This design comes from an exercise in tuning for small area, a short achievable clock period and few clock cycles per item on the open sky130 flow, not from production work.
The RTL was checked by simulation tests, not by an equivalence proof against the original design.

Design CORDIC_sin_cos, start of the top module:
module CORDIC_sin_cos (clock, rst, strobe_in, angle, strobe_out, cos, sin);
Size: about 79 flip-flops, roughly 6700 um2 of cells after synthesis.
Settings: LEC_CHECK=0, ABC_AREA=1, CAP_MARGIN=20, CORE_MARGIN=2, CORE_UTILIZATION=40, SETUP_SLACK_MARGIN=3.0, SLEW_MARGIN=20; clock period 6.5 ns.
run.sh (not shown) runs the stock make flow with config.mk's settings and CLKGATE_MAP_FILE= SYNTH_SCRIPT=/design/flow/synth_recipe.tcl, a recipe that flattens the netlist after the stock synthesis.
The first run passed the timing, DRC and antenna checks.
Testbench counts at the start, summed over its fixed seeds: cycles 34,824, items 2,048.
==> next run, changes <==
Settings changed: ABC_AREA 1 to default, SETUP_SLACK_MARGIN 3.0 to default.
Effect:
- design area fell by roughly a tenth
- fmax is lower by a quarter to a third
- via count fell by roughly a tenth

---

Another version of the RTL of CORDIC_sin_cos (not shown whole).
For scale: about 1200 cells after synthesis, about 70 I/O pins, roughly 0.0066 mm2 of cells after synthesis.
Settings: LEC_CHECK=0, ABC_AREA=1, CAP_MARGIN=20, CORE_MARGIN=2, CORE_UTILIZATION=40, CTS_BUF_LIST=sky130_fd_sc_hd__clkbuf_8, GPL_TIMING_DRIVEN=0, PLACE_DENSITY=0.75, SETUP_SLACK_MARGIN=3.4, SLEW_MARGIN=20; clock period 6.5 ns.
standard.sh (not shown) runs the stock make flow with config.mk's settings and CLKGATE_MAP_FILE= SYNTH_SCRIPT=/design/flow/synth_recipe.tcl, a recipe that flattens the netlist after the stock synthesis.
==> flow/flow/run.sh <==
#!/bin/bash
# Layout flow: the standard flow (standard.sh) with two changes.
#  - ADDER_MAP_FILE is empty, so synthesis maps no full/half-adder cells and ABC
#    maps the adders to plain gates, which are faster than the library's fa/ha cells.
#  - buffer_ports puts a buf_1 on each port instead of the delay buffer it picks
#    by default.
# The synthesis is otherwise the standard one, so the registers are the same.
set -euo pipefail
export ADDER_MAP_FILE=
export BUFFER_PORTS_ARGS="-buffer_cell sky130_fd_sc_hd__buf_1"
bash standard.sh > standard.log 2>&1
The first run went through all stages and came out clean.
Testbench counts at the start, summed over its fixed seeds: cycles 34,824, items 2,048.
Edit:
--- a/flow/config.mk
+++ b/flow/config.mk
@@ -12,5 +12,5 @@
 export CTS_BUF_LIST = sky130_fd_sc_hd__clkbuf_8
 export GPL_TIMING_DRIVEN = 0
-export PLACE_DENSITY = 0.75
+export PLACE_DENSITY = 0.45
 export SETUP_SLACK_MARGIN = 3.4
 export SLEW_MARGIN = 20
The changed run finished clean.
Die area stays the same.
Non-clock buffer count increases by 5.
Synthesized area does not change.
Global-route usage increases by 1.4 points.
Worst setup slack improved by 0.045 ns.
Edit:
--- a/flow/config.mk
+++ b/flow/config.mk
@@ -9,8 +9,6 @@
 export CAP_MARGIN = 20
 export CORE_MARGIN = 2
-export CORE_UTILIZATION = 40
+export CORE_UTILIZATION = 55
 export CTS_BUF_LIST = sky130_fd_sc_hd__clkbuf_8
-export GPL_TIMING_DRIVEN = 0
-export PLACE_DENSITY = 0.45
 export SETUP_SLACK_MARGIN = 3.4
 export SLEW_MARGIN = 20
Worst hold slack gains 0.0057 ns.
Utilization went up by 17 points.
Worst setup slack got worse by 0.022 ns.
Critical path depth came out higher by 1.
Design area falls by 1.0%.
Edit:
--- a/flow/config.mk
+++ b/flow/config.mk
@@ -9,6 +9,5 @@
 export CAP_MARGIN = 20
 export CORE_MARGIN = 2
-export CORE_UTILIZATION = 55
-export CTS_BUF_LIST = sky130_fd_sc_hd__clkbuf_8
-export SETUP_SLACK_MARGIN = 3.4
+export CORE_UTILIZATION = 40
+export SETUP_SLACK_MARGIN = 3.6
 export SLEW_MARGIN = 20
Routed wire length is higher by about 11%.
Global-route usage goes down by 6.0 points.
Worst hold slack degrades by 0.022 ns.
Clock skew falls by 0.0031 ns.
Edit:
--- a/flow/config.mk
+++ b/flow/config.mk
@@ -10,4 +10,6 @@
 export CORE_MARGIN = 2
 export CORE_UTILIZATION = 40
-export SETUP_SLACK_MARGIN = 3.6
+export CTS_BUF_LIST = sky130_fd_sc_hd__clkbuf_8
+export GPL_TIMING_DRIVEN = 0
+export SETUP_SLACK_MARGIN = 3.4
 export SLEW_MARGIN = 20
What happened: The changed run produced a clean layout. Non-clock buffer count came out higher by 9. Final area came out lower by about 7%. Core utilization came out lower by 3.6 points.

==> re-timing with driven ports <==
In the flow no input, the clock included, has a driving cell. The finished layouts below were timed again as built, in two steps.
Step 1 (the two cells are an assumption about what drives the block):
set clk [get_ports {clock}]
set_driving_cell -lib_cell sky130_fd_sc_hd__clkbuf_16 $clk
set_driving_cell -lib_cell sky130_fd_sc_hd__buf_2 [delete_from_list [all_inputs] $clk]
Step 2, shift: input delay + t, output delay - t, t = (earliest + latest rising clock arrival at the registers) / 2. This alone moves slack from input paths to output paths.
a / b / c = no drivers / after step 1 / after step 2; a / b = the first two.
run	t, ns	setup WS [ns]	hold WS [ns]	worst setup path after step 2
the first run of note 1	0.390	3.026 / 3.026 / 3.026	0.481 / 0.481 / 0.481	register to register
the second run of note 1	0.385	1.660 / 1.660 / 1.660	0.446 / 0.446 / 0.446	register to register
the first run of note 2	0.433	3.665 / 3.665 / 3.464	0.491 / 0.491 / 0.491	input to register
the second run of note 2	0.425	3.709 / 3.709 / 3.541	0.468 / 0.468 / 0.468	input to register
the third run of note 2	0.402	3.687 / 3.687 / 3.687	0.474 / 0.474 / 0.474	register to register
the fourth run of note 2	0.393	3.771 / 3.794 / 3.401	0.452 / 0.452 / 0.452	input to register
the fifth run of note 2	0.416	3.732 / 3.732 / 3.479	0.480 / 0.480 / 0.480	input to register
After both steps every run listed still meets setup and hold. The setup slack of the fourth run of note 2, which loses most, moves by +0.023 ns with the drivers and by -0.370 ns with both steps.
